This design comes from an exercise in tuning for small area on the open sky130 flow, not from production work.
At most, simulation tests tie the RTL to the original design; equivalence was not proved.
No activity file was given, so power comes from the tool's default toggle rates.

==> run a <==
==> flow/design.v <==
`timescale 1ns/1ps
module reservation_station (
    input  wire         clk,
    input  wire         reset,
    input  wire         flush_pipeline,
    input  wire [1:0]   alloc_en,
    input  wire [11:0]  alloc_dst_tag,
    input  wire [11:0]  alloc_src1_tag,
    input  wire [11:0]  alloc_src2_tag,
    input  wire [63:0]  alloc_src1_val,
    input  wire [63:0]  alloc_src2_val,
    input  wire [1:0]   alloc_src1_ready,
    input  wire [1:0]   alloc_src2_ready,
    input  wire [23:0]  alloc_op,
    input  wire [11:0]  alloc_rob_tag,
    input  wire [63:0]  alloc_pc,
    input  wire [63:0]  alloc_imm,
    input  wire [1:0]   cdb_valid,
    input  wire [11:0]  cdb_tag,
    input  wire [63:0]  cdb_value,
    output reg  [1:0]   issue_valid,
    output reg  [23:0]  issue_op,
    output reg  [11:0]  issue_dst_tag,
    output reg  [63:0]  issue_src1_val,
    output reg  [63:0]  issue_src2_val,
    output reg  [11:0]  issue_rob_tag,
    output reg  [63:0]  issue_pc,
    output reg  [63:0]  issue_imm
);
    localparam N = 16;
    reg [N-1:0] e_valid;
    reg [N-1:0] e_s1rdy;
    reg [N-1:0] e_s2rdy;
    reg [4:0]   e_age   [0:N-1];
    reg [5:0]   e_dst   [0:N-1];
    reg [31:0]  e_s1val [0:N-1];    
    reg [31:0]  e_s2val [0:N-1];
    reg [11:0]  e_op    [0:N-1];
    reg [5:0]   e_rob   [0:N-1];
    reg [31:0]  e_pc    [0:N-1];
    reg [31:0]  e_imm   [0:N-1];
    wire [N-1:0] ready_mask = e_valid & e_s1rdy & e_s2rdy;
    reg        c_valid [0:1];
    reg [4:0]  c_age   [0:1];
    reg [2:0]  c_idx   [0:1];
    reg        stage1_valid;
    reg        n_valid [0:1];
    reg [2:0]  n_idx   [0:1];
    integer    i, p;
    always @(*) begin : pick
        for (p = 0; p < 2; p = p + 1) begin
            n_valid[p] = 1'b0;
            n_idx[p]   = 3'd0;
            for (i = 0; i < 8; i = i + 1) begin
                if (ready_mask[p*8+i] && (!c_valid[p] || e_age[p*8+i] > c_age[p])) begin
                    n_valid[p] = 1'b1;
                    n_idx[p]   = i[2:0];
                end
            end
        end
    end
    always @(posedge clk or posedge reset) begin
        if (reset) begin
            c_valid[0] <= 1'b0;
            c_valid[1] <= 1'b0;
            stage1_valid <= 1'b0;
        end else if (flush_pipeline) begin
            c_valid[0] <= 1'b0;
            c_valid[1] <= 1'b0;
            stage1_valid <= 1'b0;
        end else begin
            c_valid[0] <= n_valid[0];
            c_valid[1] <= n_valid[1];
            stage1_valid <= 1'b1;
        end
    end
    always @(posedge clk) begin
        c_age[0] <= e_age[{1'b0, n_idx[0]}];
        c_age[1] <= e_age[{1'b1, n_idx[1]}];
        c_idx[0] <= n_idx[0];
        c_idx[1] <= n_idx[1];
    end
    wire both_valid = c_valid[0] & c_valid[1];
    wire win_is_1   = both_valid ? !(c_age[0] > c_age[1]) : !c_valid[0];
    wire win_valid  = c_valid[0] | c_valid[1];
    wire [151:0] pl [0:N-1];
    genvar gp;
    generate
        for (gp = 0; gp < N; gp = gp + 1) begin : g_pl
            assign pl[gp] = {e_op[gp], e_dst[gp], e_s1val[gp], e_s2val[gp], e_rob[gp], e_pc[gp], e_imm[gp]};
        end
    endgenerate
    reg [151:0] h0, h1;
    integer k;
    always @(*) begin
        h0 = 152'd0;
        h1 = 152'd0;
        for (k = 0; k < 8; k = k + 1) begin
            h0 = h0 | ({152{c_idx[0] == k}} & pl[k]);
            h1 = h1 | ({152{c_idx[1] == k}} & pl[8+k]);
        end
    end
    wire [151:0] l0 = win_is_1 ? h1 : h0;
    wire [151:0] l1 = win_is_1 ? h0 : h1;
    always @(posedge clk or posedge reset) begin
        if (reset)
            issue_valid <= 2'b0;
        else if (flush_pipeline)
            issue_valid <= 2'b0;
        else
            issue_valid <= {stage1_valid & both_valid, stage1_valid & win_valid};
    end
    always @(posedge clk) begin
        {issue_op[11:0], issue_dst_tag[5:0], issue_src1_val[31:0], issue_src2_val[31:0],
         issue_rob_tag[5:0], issue_pc[31:0], issue_imm[31:0]} <= l0;
        {issue_op[23:12], issue_dst_tag[11:6], issue_src1_val[63:32], issue_src2_val[63:32],
         issue_rob_tag[11:6], issue_pc[63:32], issue_imm[63:32]} <= l1;
    end
    wire [N-1:0] free_mask  = ~e_valid;
    wire [N-1:0] first_free = free_mask & (~free_mask + 1'b1);
    wire [N-1:0] rest_free  = free_mask & ~first_free;
    wire [N-1:0] second_free = rest_free & (~rest_free + 1'b1);
    wire [N-1:0] al0v = alloc_en[0] ? first_free : {N{1'b0}};
    wire [N-1:0] al1v = alloc_en[1] ? (alloc_en[0] ? second_free : first_free) : {N{1'b0}};
    wire [31:0] a_s1_0 = {alloc_src1_val[31:6],  alloc_src1_ready[0] ? alloc_src1_val[5:0]   : alloc_src1_tag[5:0]};
    wire [31:0] a_s1_1 = {alloc_src1_val[63:38], alloc_src1_ready[1] ? alloc_src1_val[37:32] : alloc_src1_tag[11:6]};
    wire [31:0] a_s2_0 = {alloc_src2_val[31:6],  alloc_src2_ready[0] ? alloc_src2_val[5:0]   : alloc_src2_tag[5:0]};
    wire [31:0] a_s2_1 = {alloc_src2_val[63:38], alloc_src2_ready[1] ? alloc_src2_val[37:32] : alloc_src2_tag[11:6]};
    genvar g;
    generate
        for (g = 0; g < N; g = g + 1) begin : g_ent
            wire clr = (issue_valid[0] && e_rob[g] == issue_rob_tag[5:0]) ||
                       (issue_valid[1] && e_rob[g] == issue_rob_tag[11:6]);
            wire al0 = al0v[g];
            wire al1 = al1v[g];
            wire s1m0 = cdb_valid[0] && e_s1val[g][5:0] == cdb_tag[5:0];
            wire s1m1 = cdb_valid[1] && e_s1val[g][5:0] == cdb_tag[11:6];
            wire s2m0 = cdb_valid[0] && e_s2val[g][5:0] == cdb_tag[5:0];
            wire s2m1 = cdb_valid[1] && e_s2val[g][5:0] == cdb_tag[11:6];
            wire wk1 = !e_s1rdy[g] && (s1m0 || s1m1);
            wire wk2 = !e_s2rdy[g] && (s2m0 || s2m1);
            always @(posedge clk or posedge reset) begin
                if (reset)
                    e_valid[g] <= 1'b0;
                else if (flush_pipeline)
                    e_valid[g] <= 1'b0;
                else if (al0 || al1)
                    e_valid[g] <= 1'b1;
                else if (clr)
                    e_valid[g] <= 1'b0;
            end
            wire ld   = al0 | al1;
            wire hold = ~ld;
            wire h1   = ~ld & ~wk1;
            wire h2   = ~ld & ~wk2;
            wire w1a  = ~ld & wk1 & ~s1m1;
            wire w1b  = ~ld & wk1 &  s1m1;
            wire w2a  = ~ld & wk2 & ~s2m1;
            wire w2b  = ~ld & wk2 &  s2m1;
            wire [87:0] fd0 = {alloc_dst_tag[5:0],  alloc_op[11:0],  alloc_rob_tag[5:0],  alloc_pc[31:0],  alloc_imm[31:0]};
            wire [87:0] fd1 = {alloc_dst_tag[11:6], alloc_op[23:12], alloc_rob_tag[11:6], alloc_pc[63:32], alloc_imm[63:32]};
            wire [87:0] fq  = {e_dst[g], e_op[g], e_rob[g], e_pc[g], e_imm[g]};
            wire [87:0] fn  = ({88{al0}} & fd0) | ({88{al1}} & fd1) | ({88{hold}} & fq);
            always @(posedge clk) begin
                {e_dst[g], e_op[g], e_rob[g], e_pc[g], e_imm[g]} <= fn;
                e_s1val[g] <= ({32{al0}} & a_s1_0) | ({32{al1}} & a_s1_1) | ({32{h1}} & e_s1val[g]) |
                              ({32{w1a}} & cdb_value[31:0]) | ({32{w1b}} & cdb_value[63:32]);
                e_s2val[g] <= ({32{al0}} & a_s2_0) | ({32{al1}} & a_s2_1) | ({32{h2}} & e_s2val[g]) |
                              ({32{w2a}} & cdb_value[31:0]) | ({32{w2b}} & cdb_value[63:32]);
                e_s1rdy[g] <= (al0 & alloc_src1_ready[0]) | (al1 & alloc_src1_ready[1]) | (hold & (e_s1rdy[g] | wk1));
                e_s2rdy[g] <= (al0 & alloc_src2_ready[0]) | (al1 & alloc_src2_ready[1]) | (hold & (e_s2rdy[g] | wk2));
                e_age[g] <= ld ? 5'd0 : e_age[g] + 5'd1;
            end
        end
    endgenerate
endmodule
==> flow/flow/run.sh <==
#!/bin/bash
# Own layout flow: the standard flow, except that synthesis maps the
# logic with an area-oriented ABC script, ports are buffered with the
# smallest buffer, and CTS inserts no dummy loads.
set -euo pipefail
W=$PWD
export CUSTOM_ABC_SCRIPT=$W/flow/abc_area_custom.script
export BUFFER_PORTS_ARGS="-buffer_cell sky130_fd_sc_hd__buf_1"
export CTS_ARGS="-sink_clustering_enable -repair_clock_nets -dont_use_dummy_load -buf_list {sky130_fd_sc_hd__clkbuf_2 sky130_fd_sc_hd__clkbuf_4 sky130_fd_sc_hd__clkbuf_8}"
make -C "$FLOW_HOME" DESIGN_CONFIG=$W/config.mk WORK_HOME=$W/orfs CLKGATE_MAP_FILE= \
  SYNTH_SCRIPT=$W/flow/synth_custom.tcl synth > $W/synth_custom.log 2>&1
bash standard.sh > $W/standard.log 2>&1
==> flow/flow/abc_area_custom.script <==
strash
dch -f
amap -m
topo
==> flow/flow/synth_custom.tcl <==
# The standard synthesis (synth_recipe.tcl), with one change: ABC maps the
# combinational logic with an area-oriented script (flow/abc_area_custom.script)
# instead of ORFS's. Registers are mapped before ABC runs and are not touched.
proc synth {args} { yosys synth -nofsm -noshare {*}$args }
proc abc {args} {
  set i [lsearch -exact $args -script]
  if { $i >= 0 } { lset args [expr { $i + 1 }] $::env(CUSTOM_ABC_SCRIPT) }
  yosys abc {*}$args
}
source $::env(SCRIPTS_DIR)/synth.tcl
# left out here: clear keep_hierarchy, flatten, clean up, hide names made inside functions, write 1_2_yosys.v
==> flow/standard.sh <==
#!/bin/bash
# synth_recipe.tcl (not shown) runs the flow's synth.tcl, then flattens the netlist and writes it again
# the make line also repeats each setting of config.mk as NAME=value (left out here)
make -C /OpenROAD-flow-scripts/flow DESIGN_CONFIG=/design/flow/config.mk WORK_HOME=/design/flow/orfs CLKGATE_MAP_FILE= SYNTH_SCRIPT=/design/flow/synth_recipe.tcl "${@:-finish}"
==> flow/config.mk <==
export PLATFORM = sky130hd
export DESIGN_NAME = reservation_station
export DESIGN_NICKNAME = reservation_station
export VERILOG_FILES = /design/flow/design.v
export SDC_FILE = /design/flow/constraint.sdc
export NUM_CORES = 8
export LEC_CHECK = 0
export CAP_MARGIN = 20
export CORE_MARGIN = 2
export CORE_UTILIZATION = 40
export PLACE_DENSITY = 0.6
export SLEW_MARGIN = 20
==> flow/constraint.sdc <==
create_clock -name core_clock -period 5.5 [get_ports {clk}]
set_input_delay 1.1000 -clock core_clock [delete_from_list [all_inputs] [get_ports {clk}]]
set_output_delay 1.1000 -clock core_clock [all_outputs]
set_load 0.01 [all_outputs]
==> run b: changes against run a <==
--- a/flow/design.v
+++ b/flow/design.v
@@ -84,21 +84,8 @@
     wire win_is_1   = both_valid ? !(c_age[0] > c_age[1]) : !c_valid[0];
     wire win_valid  = c_valid[0] | c_valid[1];
-    wire [151:0] pl [0:N-1];
-    genvar gp;
-    generate
-        for (gp = 0; gp < N; gp = gp + 1) begin : g_pl
-            assign pl[gp] = {e_op[gp], e_dst[gp], e_s1val[gp], e_s2val[gp], e_rob[gp], e_pc[gp], e_imm[gp]};
-        end
-    endgenerate
-    reg [151:0] h0, h1;
-    integer k;
-    always @(*) begin
-        h0 = 152'd0;
-        h1 = 152'd0;
-        for (k = 0; k < 8; k = k + 1) begin
-            h0 = h0 | ({152{c_idx[0] == k}} & pl[k]);
-            h1 = h1 | ({152{c_idx[1] == k}} & pl[8+k]);
-        end
-    end
+    wire [3:0] i0 = {1'b0, c_idx[0]};
+    wire [3:0] i1 = {1'b1, c_idx[1]};
+    wire [151:0] h0 = {e_op[i0], e_dst[i0], e_s1val[i0], e_s2val[i0], e_rob[i0], e_pc[i0], e_imm[i0]};
+    wire [151:0] h1 = {e_op[i1], e_dst[i1], e_s1val[i1], e_s2val[i1], e_rob[i1], e_pc[i1], e_imm[i1]};
     wire [151:0] l0 = win_is_1 ? h1 : h0;
     wire [151:0] l1 = win_is_1 ? h0 : h1;
==> flow/flow/run.sh (replaced) <==
#!/bin/bash
# Own layout flow: the standard flow, except that synthesis maps the
# logic with an area-oriented ABC script and CTS inserts no dummy loads.
set -euo pipefail
W=$PWD
export CUSTOM_ABC_SCRIPT=$W/flow/abc_area_custom.script
export CTS_ARGS="-sink_clustering_enable -repair_clock_nets -dont_use_dummy_load"
make -C "$FLOW_HOME" DESIGN_CONFIG=$W/config.mk WORK_HOME=$W/orfs CLKGATE_MAP_FILE= \
  SYNTH_SCRIPT=$W/flow/synth_custom.tcl synth > $W/synth_custom.log 2>&1
bash standard.sh > $W/standard.log 2>&1
Settings changed: ABC_AREA set to 1.
==> summary.txt <==
Against run a, the synthesized cell count of run b is larger by 3.3%.
Of run a and run b, run a has the higher sequential share of layout area (gap 2.1 points).
Between run b and run a, the lower final cell count is in run a (gap 1.8%, measured against run a).
Against run a, the first-iteration DRC count of run b is lower by 12%.
In sequential power, run b and run a hardly differ.
In sequential cell count, run a and run b do not differ.
Of run a and run b, run a has the higher via count (gap 0.49%, measured against run b).
No functional check of the RTL was part of run b.

port drivers added, routing unchanged:
Ports are ideal in the flow. The routed layouts listed here were re-timed in OpenROAD.
Step 1 (the two cells are an assumption about what drives the block):
set clk [get_ports {clk}]
set_driving_cell -lib_cell sky130_fd_sc_hd__clkbuf_16 $clk
set_driving_cell -lib_cell sky130_fd_sc_hd__buf_2 [delete_from_list [all_inputs] $clk]
Step 2 moves the port delays by t, midway between the first and last clock arrival at a register: inputs arrive t later, outputs are due t later. That takes back most of the time a late clock gives input paths.
Slacks: no drivers / after step 1 / after step 2; pairs: no drivers / after step 1.
| run | t, ns | setup WS [ns] | worst setup path after step 2 |
|---|---|---|---|
| run a | 1.245 | 0.338 / 0.338 / 0.176 | input to register |
| run b | 1.048 | 0.324 / 0.324 / -0.109 | input to register |
Met with ideal ports but missed after step 2: setup timing in run b. For run b, which loses most, drivers alone change the setup slack by 0.000 ns; drivers and shift together by -0.433 ns.
